This design comes from an exercise in tuning for small area on the open sky130 flow, not from production work.
Only simulation tests tie the RTL to the original design; equivalence was not proved.
Power figures rest on the tool's default switching activity, not on a simulated workload.

== run K ==
Design GameRAMControll, start of the top module:
module GameRAMControll(
	clk,
	rst,
	system_status,
	pad_key,
	pad_pressed,
	game_table_output,
	state,
	score
);
	input clk;
	input rst;
	input [2:0] system_status;
	input [3:0] pad_key;
	input pad_pressed;
	output [99:0] game_table_output;
	output reg [3:0] state;
	output reg [7:0] score;
	localparam ST_STOP   = 4'b0000;
	localparam ST_CREATE = 4'b0001;
	localparam ST_WAIT   = 4'b0010;
	localparam ST_DOWN   = 4'b1001;
	localparam ST_LEFT   = 4'b1010;
	localparam ST_RIGHT  = 4'b1011;
	localparam ST_ROTATE = 4'b1100;
	localparam ST_PAUSE  = 4'b0011;
	localparam ST_CLEAR  = 4'b0100;
	function [12:0] dech(input [3:0] v);
		begin
			dech[0]  = ~v[3] & ~v[2] & ~v[1] & ~v[0];
			dech[1]  = ~v[3] & ~v[2] & ~v[1] &  v[0];
			dech[2]  = ~v[3] & ~v[2] &  v[1] & ~v[0];
			dech[3]  = ~v[3] & ~v[2] &  v[1] &  v[0];
			dech[4]  = ~v[3] &  v[2] & ~v[1] & ~v[0];
			dech[5]  =  v[2] & ~v[1] &  v[0];
			dech[6]  =  v[2] &  v[1] & ~v[0];
			dech[7]  =  v[2] &  v[1] &  v[0];
			dech[8]  =  v[3] & ~v[2] & ~v[1] & ~v[0];
			dech[9]  =  v[3] & ~v[2] & ~v[1] &  v[0];
			dech[10] =  v[3] &  v[1] & ~v[0];
			dech[11] =  v[3] &  v[1] &  v[0];
			dech[12] =  v[3] &  v[2];
		end
	endfunction
	function [7:0] decl(input [2:0] v);
		begin
			decl[0] = ~v[2] & ~v[1] & ~v[0];
			decl[1] = ~v[2] & ~v[1] &  v[0];
			decl[2] = ~v[2] &  v[1] & ~v[0];
			decl[3] = ~v[2] &  v[1] &  v[0];
			decl[4] =  v[2] & ~v[1] & ~v[0];
			decl[5] =  v[2] & ~v[1] &  v[0];
			decl[6] =  v[2] &  v[1] & ~v[0];
			decl[7] =  v[2] &  v[1] &  v[0];
		end
	endfunction
	reg [2:0] lfsr;
	reg [2:0] ty;
	reg [1:0] rot;
	reg [3:0] cc;
	reg vis;
	reg [99:0] S;
	reg [27:0] pos;    
	always @(posedge clk or posedge rst)
		if (rst) lfsr <= 3'b010;
		else lfsr <= {lfsr[1:0], lfsr[2] ^ lfsr[0]};
	reg [51:0] HL;
	reg [31:0] LL;
	reg [99:0] P;
	integer i, k;
	always @* begin
		for (k = 0; k < 4; k = k + 1) begin
  ...
Size: roughly 1900 cells after synthesis, ~120 I/O pins.
export LEC_CHECK = 0
export CAP_MARGIN = 20
export CORE_MARGIN = 2
export CORE_UTILIZATION = 30
export SLEW_MARGIN = 20
create_clock -name core_clock -period 10.0 [get_ports {clk}]
standard.sh (not shown) runs the stock make flow with config.mk's settings and CLKGATE_MAP_FILE= SYNTH_SCRIPT=/design/flow/synth_recipe.tcl, a recipe that flattens the netlist after the stock synthesis.
==> flow/flow/run.sh <==
#!/bin/bash
# Own layout flow: the standard synthesis, then the combinational logic
# re-mapped by ABC for area (registers kept as they are, same names and
# cells), then the standard layout from floorplan to finish.
set -euo pipefail
WORK=$(pwd)
HERE=$(cd "$(dirname "${BASH_SOURCE[0]}")" && pwd)
R=$WORK/orfs/results/${FLOW_PLATFORM:-sky130hd}/GameRAMControll/base
LIB=$FLOW_HOME/platforms/sky130hd/lib/sky130_fd_sc_hd__tt_025C_1v80.lib
YOSYS=$(command -v yosys || echo /OpenROAD-flow-scripts/tools/install/yosys/bin/yosys)

bash standard.sh synth > "$WORK/flow_1_synth.log" 2>&1
cp "$R/1_2_yosys.v" "$WORK/std_1_2_yosys.v"

DU=""
DU=$(awk '/^export DONT_USE_CELLS/{f=1} f{print} f&&!/\\$/{f=0}' "$FLOW_HOME/platforms/sky130hd/config.mk" \
  | sed 's/export DONT_USE_CELLS *+*=//; s/\\//g' | tr -s ' \t\n' '\n' | grep sky130 | sed 's/^/-dont_use /' | tr '\n' ' ')

sed -e "s#@LIB@#$LIB#g" -e "s#@IN@#$WORK/std_1_2_yosys.v#g" -e "s#@OUT@#$WORK/reopt.v#g" \
    -e "s#@SCR@#$HERE/area.abc#g" -e "s#@DU@#$DU#g" -e "s#@STAT@#$WORK/reopt_stat.txt#g" \
    "$HERE/reopt.ys" > "$WORK/reopt_run.ys"
"$YOSYS" -s "$WORK/reopt_run.ys" > "$WORK/flow_2_reopt.log" 2>&1

cp "$WORK/reopt.v" "$R/1_2_yosys.v"
rm -f "$R/1_synth.odb" "$R/1_synth.sdc"
bash standard.sh > "$WORK/flow_3_layout.log" 2>&1
==> flow/flow/area.abc <==
strash; dc2; dch -f; &get -n; &nf -R 1000; &put; strash; dc2; dch -f; &get -n; &nf -R 1000; &put
==> flow/flow/reopt.ys <==
read_liberty -ignore_miss_func @LIB@
read_verilog @IN@
hierarchy -top GameRAMControll
blackbox sky130_fd_sc_hd__df* sky130_fd_sc_hd__edf*
flatten
hierarchy -top GameRAMControll
opt -purge
abc -script @SCR@ -liberty @LIB@ @DU@
opt_clean -purge
hilomap -singleton -hicell sky130_fd_sc_hd__conb_1 HI -locell sky130_fd_sc_hd__conb_1 LO
splitnets
opt_clean -purge
tee -o @STAT@ stat -liberty @LIB@
write_verilog -noattr -nohex -nodec @OUT@
Run K: PASS, flow complete, no timing, DRC or antenna violations
Here is what was changed in the inputs of run Z compared with run K.
==> flow/run.sh (new file) <==
#!/bin/bash
# synth_recipe.tcl (not shown) runs the flow's synth.tcl, then flattens the netlist and writes it again
# the make line also repeats each setting of config.mk as NAME=value (left out here)
make -C /OpenROAD-flow-scripts/flow DESIGN_CONFIG=/design/flow/config.mk WORK_HOME=/design/flow/orfs CLKGATE_MAP_FILE= SYNTH_SCRIPT=/design/flow/synth_recipe.tcl finish
removed: flow/flow/run.sh
removed: flow/flow/area.abc
removed: flow/flow/reopt.ys
removed: flow/standard.sh
Notes after the runs:
Capturing element of the worst setup path: S[68]$_DFF_PP0_ -> run Z, S[65]$_DFF_PP0_ -> run K
Top fanout value on the critical path was higher in the run labelled run Z.
From run K to run Z the numbers moved as follows: total area of multi-input combinational cells increased about 20%; sequential power increased 3.5%; layout net count increased 128; design area increased 12%.
Between run K and run Z, number of tapcells increased.

== v3 ==
GameRAMControll, a different RTL version from the one above (not shown whole).
Size: roughly 1600 cells after synthesis, ~12000 µm² of cells after synthesis.
export LEC_CHECK = 0
export CAP_MARGIN = 20
export CORE_MARGIN = 2
export CORE_UTILIZATION = 30
export GPL_TIMING_DRIVEN = 0
export SETUP_SLACK_MARGIN = 0.1
export SLEW_MARGIN = 20
create_clock -name core_clock -period 10.0 [get_ports {clk}]
==> flow/flow/run.sh <==
#!/bin/bash
# Own layout flow: the standard synthesis, then the combinational logic
# re-mapped by ABC for area (registers kept as they are, same names and
# cells), then the standard layout from floorplan to finish.
set -euo pipefail
WORK=$(pwd)
HERE=$(cd "$(dirname "${BASH_SOURCE[0]}")" && pwd)
R=$WORK/orfs/results/${FLOW_PLATFORM:-sky130hd}/GameRAMControll/base
LIB=$FLOW_HOME/platforms/sky130hd/lib/sky130_fd_sc_hd__tt_025C_1v80.lib
YOSYS=$(command -v yosys || echo /OpenROAD-flow-scripts/tools/install/yosys/bin/yosys)

bash standard.sh synth > "$WORK/flow_1_synth.log" 2>&1
cp "$R/1_2_yosys.v" "$WORK/std_1_2_yosys.v"

DU=""
DU=$(awk '/^export DONT_USE_CELLS/{f=1} f{print} f&&!/\\$/{f=0}' "$FLOW_HOME/platforms/sky130hd/config.mk" \
  | sed 's/export DONT_USE_CELLS *+*=//; s/\\//g' | tr -s ' \t\n' '\n' | grep sky130 | sed 's/^/-dont_use /' | tr '\n' ' ')

sed -e "s#@LIB@#$LIB#g" -e "s#@IN@#$WORK/std_1_2_yosys.v#g" -e "s#@OUT@#$WORK/reopt.v#g" \
    -e "s#@SCR@#$HERE/area.abc#g" -e "s#@DU@#$DU#g" -e "s#@STAT@#$WORK/reopt_stat.txt#g" \
    "$HERE/reopt.ys" > "$WORK/reopt_run.ys"
"$YOSYS" -s "$WORK/reopt_run.ys" > "$WORK/flow_2_reopt.log" 2>&1

cp "$WORK/reopt.v" "$R/1_2_yosys.v"
rm -f "$R/1_synth.odb" "$R/1_synth.sdc"
# port buffers as small buffers; clock tree of small buffers, no dummy loads
bash standard.sh "BUFFER_PORTS_ARGS=-buffer_cell sky130_fd_sc_hd__buf_1" \
  "CTS_ARGS=-sink_clustering_enable -repair_clock_nets -dont_use_dummy_load -sink_clustering_size 20 -buf_list sky130_fd_sc_hd__clkbuf_8 -root_buf sky130_fd_sc_hd__clkbuf_16" \
  finish > "$WORK/flow_3_layout.log" 2>&1
==> flow/flow/area.abc <==
&get -n; &st; &deepsyn -T 60; &put; dch -f; &get -n; &nf -R 1000 -p -F 8 -A 4 -a; &put
==> flow/flow/reopt.ys <==
read_liberty -ignore_miss_func @LIB@
read_verilog @IN@
hierarchy -top GameRAMControll
blackbox sky130_fd_sc_hd__df* sky130_fd_sc_hd__edf*
flatten
hierarchy -top GameRAMControll
opt -purge
abc -script @SCR@ -liberty @LIB@ @DU@
opt_clean -purge
hilomap -singleton -hicell sky130_fd_sc_hd__conb_1 HI -locell sky130_fd_sc_hd__conb_1 LO
splitnets
opt_clean -purge
tee -o @STAT@ stat -liberty @LIB@
write_verilog -noattr -nohex -nodec @OUT@
The final layout from v3, which completed every stage, passed the timing, DRC and antenna checks at the end of the flow.
--- input diff v3..v45 ---
# v3
export LEC_CHECK = 0
export CAP_MARGIN = 20
export CORE_MARGIN = 2
export CORE_UTILIZATION = 30
export GPL_TIMING_DRIVEN = 0
export SETUP_SLACK_MARGIN = 0.1
export SLEW_MARGIN = 20
create_clock -name core_clock -period 10.0 [get_ports {clk}]
# v45
export LEC_CHECK = 0
export CAP_MARGIN = 20
export CORE_MARGIN = 2
export CORE_UTILIZATION = 30
export GPL_TIMING_DRIVEN = 0
export SETUP_SLACK_MARGIN = 0.4
export SLEW_MARGIN = 20
create_clock -name core_clock -period 10.0 [get_ports {clk}]
### Flow results
- Combinational power (higher): v45
- Changes observed in v45 relative to v3: final critical-path share of the clock period saw a decrease, filler-free cell count of the finished design saw an increase, routed wire length saw an increase, maximum vdd drop saw a decrease, wire length of the first global-routing pass saw an increase.
- Comparing v3 and v45, reported leakage power is higher on v45.
- v3 tops out at a lower clock frequency than v45.
- [compare] base=v3 new=v45: quantity of gates resized following cts increased by 1 relative to the old numbers, setup slack of the critical path after layout increased by 300 ps relative to the old numbers, via count decreased by 83 relative to the old numbers.
Input-level comparison between v16 and v45:
# v45
export LEC_CHECK = 0
export CAP_MARGIN = 20
export CORE_MARGIN = 2
export CORE_UTILIZATION = 30
export GPL_TIMING_DRIVEN = 0
export SETUP_SLACK_MARGIN = 0.4
export SLEW_MARGIN = 20
create_clock -name core_clock -period 10.0 [get_ports {clk}]
# v16
export LEC_CHECK = 0
export CAP_MARGIN = 20
export CORE_MARGIN = 2
export CORE_UTILIZATION = 30
export GPL_TIMING_DRIVEN = 0
export SETUP_SLACK_MARGIN = 0.8
export SLEW_MARGIN = 20
create_clock -name core_clock -period 10.0 [get_ports {clk}]
--- a/flow/flow/run.sh
+++ b/flow/flow/run.sh
@@ -28 +28 @@
-  "CTS_ARGS=-sink_clustering_enable -repair_clock_nets -dont_use_dummy_load -sink_clustering_size 20 -buf_list sky130_fd_sc_hd__clkbuf_8 -root_buf sky130_fd_sc_hd__clkbuf_16" \
+  "CTS_ARGS=-sink_clustering_enable -repair_clock_nets -dont_use_dummy_load -buf_list sky130_fd_sc_hd__clkbuf_8 -root_buf sky130_fd_sc_hd__clkbuf_16" \
--- outcome ---
When v16 is set beside v45, its switching power total turns out to be 0.47% smaller.
Relative to v45, the starting DRC count in detailed routing measured on v16 has increased by more than 10%.
Comparing v45 with v16, the sequential share of layout area came out essentially unchanged.
v16 vs v45: count of non-CTS buffers in the layout down
[compare] base=v45 new=v16: detailed-route wire length level, clock power shows a reduction of about 2%.
Summary of v16 over v45: worst slew margin relative to its limit lost 0.95 points; met2 demand-to-capacity share in global routing lost 0.40 points; clock group share of total power lost 0.2 points; total power after layout lost about 0.35%; placer's final routability congestion estimate lost 2.1%.

## static timing again, ports no longer ideal
Ports are ideal in the flow. The routed layouts listed here were re-timed in OpenROAD. Step 1 sets driving cells, clkbuf_16 on the clock port and buf_2 on the other inputs (assumed; they add their load-dependent delay and slew). Step 2 times the ports against the registers' clock, not the clock port: input delays grow and output delays shrink by t, the midpoint of the rising clock arrivals with the driver on. Slacks: ideal ports / drivers / drivers and shift; pairs: ideal ports / drivers.
run | t, ns | setup WS [ns] | worst setup path at the end | pins driven straight from the clock port
run K | 0.569 | 2.515 / 2.515 / 2.515 | register to register | 1
run Z | 0.532 | 2.912 / 2.912 / 2.912 | register to register | 1
v3 | 0.460 | 0.460 / 0.492 / 0.032 | input to register | 1
v45 | 0.472 | 0.762 / 0.794 / 0.322 | input to register | 1
v16 | 0.467 | 1.085 / 1.117 / 0.651 | input to register | 1
After both steps every run listed still meets setup and hold. The setup slack of v45, which loses most, moves by +0.032 ns with the drivers and by -0.440 ns with both steps.
